What follows belongs to an exercise in optimizing a design on an open flow for small area and a short achievable clock period; a production flow would make more cautious choices. No run shown here included a check of the RTL's function; only the layout flow was run.

==> flow/design.v, too long to show whole: its modules and the start of the top module <==
// module cordic: 2502 lines
module cordic #(
    parameter data_width = 16,
    parameter iterations = 15
    )(
    input clk,
    input reset_n,
    input logic signed [data_width-1:0] angle,
    input logic signed [data_width-1:0] x_i,
    input logic signed [data_width-1:0] y_i,
    output logic signed [data_width-1:0] cos,
    output logic signed [data_width-1:0] sin,
    input valid_in,
    output logic valid_out
    );
  // ...
==> flow/run.sh <==
#!/bin/bash
# synth_recipe.tcl (not shown) runs the flow's synth.tcl, then flattens the netlist and writes it again
# the make line also repeats each setting of config.mk as NAME=value (left out here)
make -C /OpenROAD-flow-scripts/flow DESIGN_CONFIG=/design/flow/config.mk WORK_HOME=/design/flow/orfs CLKGATE_MAP_FILE= SYNTH_SCRIPT=/design/flow/synth_recipe.tcl finish
==> flow/config.mk <==
export PLATFORM = sky130hd
export DESIGN_NAME = cordic
export DESIGN_NICKNAME = cordic
export VERILOG_FILES = /design/flow/design.v
export SDC_FILE = /design/flow/constraint.sdc
export NUM_CORES = 4
export LEC_CHECK = 0
export ABC_AREA = 1
export CAP_MARGIN = 20
export CORE_MARGIN = 2
export CORE_UTILIZATION = 40
export SETUP_SLACK_MARGIN = 1.5
export SLEW_MARGIN = 20
==> flow/constraint.sdc <==
create_clock -name core_clock -period 4.0 [get_ports {clk}]
set_input_delay 0.8000 -clock core_clock [delete_from_list [all_inputs] [get_ports {clk}]]
set_output_delay 0.8000 -clock core_clock [all_outputs]
set_load 0.01 [all_outputs]
==> results_dict.tcl, run 1 <==
set metrics [dict create \
    period_share_pct 61.24 \
    post_cts_resized 75 \
    grt_use_total_pct 17.16 \
    n_fill_cell 8981 \
    postSynthCellCount 4727 \
    synth_commonest_cells "nand2_1, dfxtp_1, xor2_1, inv_1" \
    clkTransAtPathRegs_ns 0.06 \
    fin_setup_tns_ns 0 \
    drive_above_1_share_pct 10.06 \
    cts_buffers 72 \
    synth-simple-area-share_pct 19.63 \
    drc_errors 0 \
    via_count 29360 \
    sh_seq_area_pct 28.99 \
    dpl.hpwl_um 65620 \
    port_buffers 83 \
    non_clock_inverter_count 576 \
    non_clock_buffer_count 148 \
    cts.sinks 618 \
    top_usage_layer "met2" \
    worst_path_max_delay_cell "clkdlybuf4s50_1" \
    timing.rr.end "y4[13]" \
    clk_latency_ns 0.63 \
    gp_congestion 0.8800 \
    synth.yosys.seq_area_share_pct 33.66 \
    numSequentialCells 618 \
    min_to "z9[3]" \
    yosysTopAreaCellShare_pct 32.65 \
    setup_viol 0 \
    r2r_slack_ns 1.66 \
    clockRootBuffer "clkbuf_16" \
    use_met2_pct 30.74 \
    status "complete, no violations" \
    netlist_area_um2 36980 \
    max-cap-violations 0 \
    hold_violations 0 \
    final.setup.worst_slack_ns 1.551 \
]
==> run 2: changes to the inputs <==
--- a/flow/config.mk
+++ b/flow/config.mk
@@ -9,5 +9,7 @@
 export CAP_MARGIN = 20
 export CORE_MARGIN = 2
 export CORE_UTILIZATION = 40
-export SETUP_SLACK_MARGIN = 1.5
+export CTS_BUF_LIST = sky130_fd_sc_hd__clkbuf_4
+export CTS_CLUSTER_SIZE = 20
+export SETUP_SLACK_MARGIN = 1.8
 export SLEW_MARGIN = 20
==> run 2 against run 1 <==
Effect of this change:
- core utilization grew 2.3 points
- sequential cell count did not move
- cell count is 5.1% higher
- critical path depth fell by 12
- design area up 4.8%
- register-to-register slack gained 0.08 ns
- still clean
- highest routed layer unchanged
- via count is 5.2% higher
- clock skew grew 0.020 ns
==> results_dict.tcl, run 2 <==
set metrics [dict create \
    status "complete, no violations" \
    drive_above_1_share_pct 21.19 \
    slew_headroom_pct 49.05 \
    syn_nets 5123 \
    ys_types 65 \
    drc_errors 0 \
    ys.flop_type "dfxtp_1" \
    worst-path-buf-inv 1 \
    dpl.hpwl_um 65390 \
    period_share_pct 58.41 \
    layout_common_cells "nand2_1, xor2_1, dfxtp_1, inv_1, nor2_1" \
    pin_count 84 \
    dieArea_um2 94890 \
    fin_skew_ns 0.05838 \
    cp_cell_sequence "buf_2" \
    hold_violations 0 \
    first_iter_violations 1447 \
    routed_wl_um 89180 \
    yosysTopAreaCellShare_pct 32.65 \
    r2r_start "y6[6]" \
    max-cap-violations 0 \
    r2r_slack_ns 1.74 \
    start_util_pct 40.34 \
    hold_ws_ns 0.1296 \
    die-height_um 308.0 \
    worstSetupPathType "reg -> out" \
    rsz0062_at_grt "true" \
    gp_congestion 0.8759 \
    port_buffers 83 \
    place_area_um2 39570 \
    critical_path_arrival_ns 1.54 \
    syn_avg_cell_area_um2 7.822 \
    first_pass_iters 9 \
    cts_tree "built" \
    clockRootBuffer "clkbuf_4" \
    cts_buffers 165 \
    worstPathMaxFanout 1 \
    worst_path_max_delay_cell "dfrtp_1" \
    r2r_cells 15 \
    post_drt_wl_per_cell_um 13.85 \
    cts.sinks 618 \
    final.setup.worst_slack_ns 1.664 \
    period_minus_slack_ns 2.336 \
    setup_viol 0 \
    nNetsFinal 5527 \
    yosysTopAreaCell "dfxtp_1" \
    fin_setup_tns_ns 0 \
    design_area_um2 45220 \
    antenna_found_initial 2 \
    synth_commonest_cells "nand2_1, dfxtp_1, xor2_1, inv_1" \
    hold_path.class "in -> async" \
    yosys_warnings 1 \
    timing.rr.end "x7[8]" \
    die_w_um 308.0 \
    cts_hold_buf 0 \
    clkTransAtPathRegs_ns 0.07 \
    rows 111 \
    worst_setup_path_end_kind "output pin" \
    startpoint_type "flop" \
    ys_ff_latch 618 \
    clock.fmax_ghz 0.4280 \
    overflow 0 \
    async_flop_share_pct 2.427 \
    yosysMostFrequentCell "nand2_1" \
    grt_pass1_wl_um 140700 \
    crit_family "flip-flops" \
    postSynthCellCount 4727 \
    netlist_area_um2 36980 \
    htreeDepth 4 \
    synth_edf_count 0 \
    worst_pin_slew_ns 0.7596 \
    synth.yosys.seq_area_share_pct 33.66 \
    pre_cts_ws_ns 0.5413 \
    grt_pass1_vias 29770 \
    cp.depth 1 \
    fp.coreArea_um2 91660 \
    crit_required_ns 3.20 \
    max_stage_delay_ns 0.35 \
    area_growth_pct 22.30 \
    clockBufferDepth 3 \
    slew_viol_final 0 \
    layout_commonest_cell "nand2_1" \
    grt_use_total_pct 17.91 \
    clk_latency_ns 1.08 \
    via_count 30890 \
    grt_max_degree 39 \
    yosys-top-cells-area "dfxtp_1, xor2_1, ha_1" \
    ant_nets 0 \
    avgViaCountPerCell 4.798 \
]
-- run 2: per-layer routing --
metal	routed length (µm)	GRT usage, %	up-vias
met5	0	0	-
met2	44500	31.87	504
met4	2461	7.033	0
met3	3126	3.140	179
li1	-	-	16210
met1	39100	21.29	13990
-- run 2: worst max path at each step --
stage / start / endpoint / slack, ns
2_1_floorplan: angle[15] / sx1 / 1.36
3_3_place_gp: angle[15] / z1[14] / 0.59
3_5_place_dp: angle[15] / sx1 / 0.54
4_1_cts: y15[8] / sin[8] / 1.56
5_1_grt: y15[8] / sin[8] / 1.48
6_report: vp[14] / valid_out / 1.66
-- run 2: kinds of logic (layout without fill, tap and decap cells) --
group                      after synthesis  in the layout  synth area share [%]
DFF                                    618            618                 33.66
adders and majority gates              345            345                 12.43
xor gates and xnor gates               677            677                 16.26
other                                    0              7                     0
AOI/OAI and AO/OA                      739            739                 11.03
buffers and inverters                  646           1159                 6.967
muxes                                    1              1               0.02707
and+or+nand+nor                       1701           1705                 19.63
-- run 2: final cells by class --
type	count	area [µm²]
Multi-Input combinational cell	3467	24220
Inverter	576	2201
Sequential cell	618	12610
Clock inverter	52	341.6
Tap cell	1186	1484
Fill cell	8816	46440
Antenna cell	7	17.52
Clock buffer	228	1712
Timing Repair Buffer	303	2639
-- run 2: timing repair --
action                     CTS  global route
pin swaps                   42           216
cloned                       1             7
setup endpoints to repair  226           192
buffers inserted            56           149
resized for setup          302           431
-- run 2: per-stage QoR --
stage | util [%] | cells
final | 49.34 | 6437
after global routing | 49.34 | 6437
after detailed placement | 43.17 | 5937
after CTS | 46.35 | 6274
after floorplan | - | 4727
after global placement | 43.17 | 5937
==> run 3: changes to the inputs <==
==> flow/flow/run.sh (new file) <==
#!/bin/bash
# Standard ORFS layout with three changes: synthesis does not extract full/half adder cells
# (ADDER_MAP_FILE empty), so ABC maps all arithmetic to plain gates; every port still gets
# its own buffer, but a sky130_fd_sc_hd__buf_2 rather than the delay cell the default picks;
# and clock tree synthesis inserts no dummy loads.
set -euo pipefail
bash standard.sh ADDER_MAP_FILE= \
  "BUFFER_PORTS_ARGS=-buffer_cell sky130_fd_sc_hd__buf_2" \
  "CTS_ARGS=-sink_clustering_enable -repair_clock_nets -dont_use_dummy_load" \
  finish > make_finish.log 2>&1
==> flow/standard.sh (new file) <==
#!/bin/bash
# synth_recipe.tcl (not shown) runs the flow's synth.tcl, then flattens the netlist and writes it again
# the make line also repeats each setting of config.mk as NAME=value (left out here)
make -C /OpenROAD-flow-scripts/flow DESIGN_CONFIG=/design/flow/config.mk WORK_HOME=/design/flow/orfs CLKGATE_MAP_FILE= SYNTH_SCRIPT=/design/flow/synth_recipe.tcl "${@:-finish}"
--- a/flow/config.mk
+++ b/flow/config.mk
@@ -9,7 +9,5 @@
 export CAP_MARGIN = 20
 export CORE_MARGIN = 2
 export CORE_UTILIZATION = 40
-export CTS_BUF_LIST = sky130_fd_sc_hd__clkbuf_4
-export CTS_CLUSTER_SIZE = 20
 export SETUP_SLACK_MARGIN = 1.8
 export SLEW_MARGIN = 20
removed: flow/run.sh
==> run 3 against run 2 <==
Effect of this change:
- sequential cell count did not move
- fmax rose by 9.9%
- design area fell by 3.7%
- worst hold slack got worse by 0.055 ns
- die area rose by 5.2%
- first-iteration DRC count rose by 56%
- area after synthesis rose by 5.3%
- critical path depth rose by 12
- critical endpoint is now x1[15]
==> results_dict.tcl, run 3 <==
set metrics [dict create \
    rows 114 \
    avgViaCountPerCell 4.897 \
    crit_top_cell "nor2_1" \
    routed-wl-met3_um 4668 \
    cts_tree "built" \
    htreeDepth 3 \
    netlist_area_um2 38930 \
    drc_errors 0 \
    yosysMostFrequentCell "nand2_1" \
    routed_wl_um 103000 \
    period_minus_slack_ns 2.126 \
    rsz0062_at_grt "true" \
    pre_cts_ws_ns 0.9560 \
    ys_ff_latch 618 \
    cp_cell_sequence "buf_2, inv_1, nand2_1, nand2_1, nor2_1, o21ai_0, nor2_1, nor2_2, nor2_1, nor2_1, nand3b_1, nand3_1, nand3_1" \
    hold_path.class "in -> async" \
    max-cap-violations 0 \
    worst_pin_slew_ns 0.7393 \
    yosysTopAreaCellShare_pct 31.00 \
    hold_violations 0 \
    worstPathMaxFanout 5 \
    overflow 0 \
    syn_nets 6094 \
    dpl.hpwl_um 82420 \
    layout_common_cells "nand2_1, inv_1, dfxtp_1, nand3_1, nor2_1" \
    die_w_um 316.0 \
    gp_congestion 0.9302 \
    final.setup.worst_slack_ns 1.874 \
    antenna_found_initial 0 \
    slew_headroom_pct 50.19 \
    max_stage_delay_ns 0.43 \
    grt_max_degree 26 \
    yosys_warnings 1 \
    cts_buffers 74 \
    synth_commonest_cells "nand2_1, inv_1, dfxtp_1, nand3_1, nor2_1" \
    fp.coreArea_um2 96570 \
    area_growth_pct 11.84 \
    yosys-top-cells-area "dfxtp_1, nand2_1, xor2_1" \
    worstSetupPathType "in -> reg" \
    fin_setup_tns_ns 0 \
    synth.yosys.seq_area_share_pct 31.97 \
    status "complete, no violations" \
    first_iter_violations 2261 \
    postSynthCellCount 6043 \
    clock.fmax_ghz 0.4703 \
    nNetsFinal 6249 \
    fin_skew_ns 0.04570 \
    dieArea_um2 99850 \
    crit_required_ns 4.47 \
    period_share_pct 53.16 \
    wl_met2_um 46650 \
    topRoutingLayerUsed "met4" \
    start_util_pct 40.32 \
    drive_above_1_share_pct 9.587 \
    worst_path_max_delay_cell "o21ai_0" \
    startpoint_type "input port" \
    ys_types 67 \
    layout_commonest_cell "nand2_1" \
    worst_setup_path_end_kind "flop" \
    clockRootBuffer "clkbuf_16" \
    grt_pass1_wl_um 165700 \
    clockBufferDepth 3 \
    m1WireLength_um 49740 \
    die-height_um 316.0 \
    clkTransAtPathRegs_ns 0.05 \
    ant_nets 0 \
    grt_use_total_pct 20.20 \
    cts.sinks 618 \
    setup_viol 0 \
    via_count 36600 \
    synth_edf_count 0 \
    ys.flop_type "dfxtp_1" \
    first_pass_iters 5 \
    syn_avg_cell_area_um2 6.443 \
    yosysTopAreaCell "dfxtp_1" \
    post_drt_wl_per_cell_um 13.78 \
    pin_count 84 \
    clk_latency_ns 0.63 \
    async_flop_share_pct 2.427 \
    critical_path_arrival_ns 2.59 \
    slew_viol_final 0 \
    port_buffers 83 \
    grt_pass1_vias 33520 \
]
## run 3: logic make-up after synthesis
| logic type | share of synthesized area (%) |
|---|---|
| XOR/XNOR | 12.31 |
| flip-flops | 31.97 |
| buffers and inverters | 9.583 |
| AO/OA/AOI/OAI | 9.486 |
| AND/OR/NAND/NOR | 36.65 |
## run 3: final cells by class
class                           count  area, µm²
Antenna cell                        2      5.005
Clock buffer                       74       1852
Fill cell                       10080      53020
Inverter                          830       3147
Multi-Input combinational cell   4528      23440
Sequential cell                   618      12510
Tap cell                         1276       1597
Timing Repair Buffer              146      992.2
## run 3: final timing paths
check                      slack [ns]  cells past startpoint  startpoint      to
max                              1.87                     13      x_i[7]  x1[15]
min                              0.07                      1     reset_n   vp[0]
max reg2reg                      1.94                     13      y5[12]  x6[14]
min reg2reg                      0.32                      0       z8[5]   z9[5]
max in group asynchronous        3.64                      1     reset_n   vp[6]
min in group core_clock          0.32                      0       z8[5]   z9[5]
## run 3: critical path: cells and delay by family
kind,cells,cell delay (ns)
buf+inv,2,0.17
compound gates,1,0.43
simple gates,10,1.18
## run 3: repair_timing
item	in CTS	in global routing
cloned	1	2
pin swaps	0	24
hold endpoints to repair	0	0
hold buffers	0	0
setup endpoints to repair	165	192
resized for setup	34	222
buffers inserted	0	51
## run 3: metrics by stage
step,cell area [µm²],hold slack (ns),util [%],std cells
3_3_place_gp,40430,0.3122,41.86,7344
6_report,43540,0.07462,45.09,7474
2_1_floorplan,38930,0.3096,-,6043
5_1_grt,43540,0.07097,45.09,7472
4_1_cts,42400,0.04295,43.91,7419
3_5_place_dp,40430,0.3121,41.86,7344
## run 3: metal layers
metal / track usage [%] / up-vias
met3: 2.532 / 124
met5: 0 / -
met1: 27.95 / 16470
met4: 4.976 / 0
met2: 33.29 / 701
li1: - / 19300

## port drivers added, routing unchanged
Ports are ideal in the flow. The routed layouts listed here were re-timed in OpenROAD.
Step 1, drivers: a clkbuf_16 drives clk and a buf_2 each remaining input, both assumed.
Step 2, shift: input delay + t, output delay - t, t = (earliest + latest rising clock arrival at the registers) / 2. This alone moves slack from input paths to output paths.
Three values: no drivers, after step 1, after step 2; two values: the first two.
| run | t, ns | slack for setup (ns) | clock arrival spread, ns | cell pins on the clock port's net |
|---|---|---|---|---|
| run 1 | 0.675 | 1.551 / 1.592 / 0.916 | 0.049 / 0.049 | 1 |
| run 2 | 1.123 | 1.664 / 1.600 / 0.765 | 0.076 / 0.077 | 1 |
| run 3 | 0.666 | 1.874 / 1.919 / 1.253 | 0.068 / 0.068 | 1 |
After both steps every run listed still meets setup and hold. For run 2, which loses most, drivers alone change the setup slack by -0.064 ns; drivers and shift together by -0.899 ns.
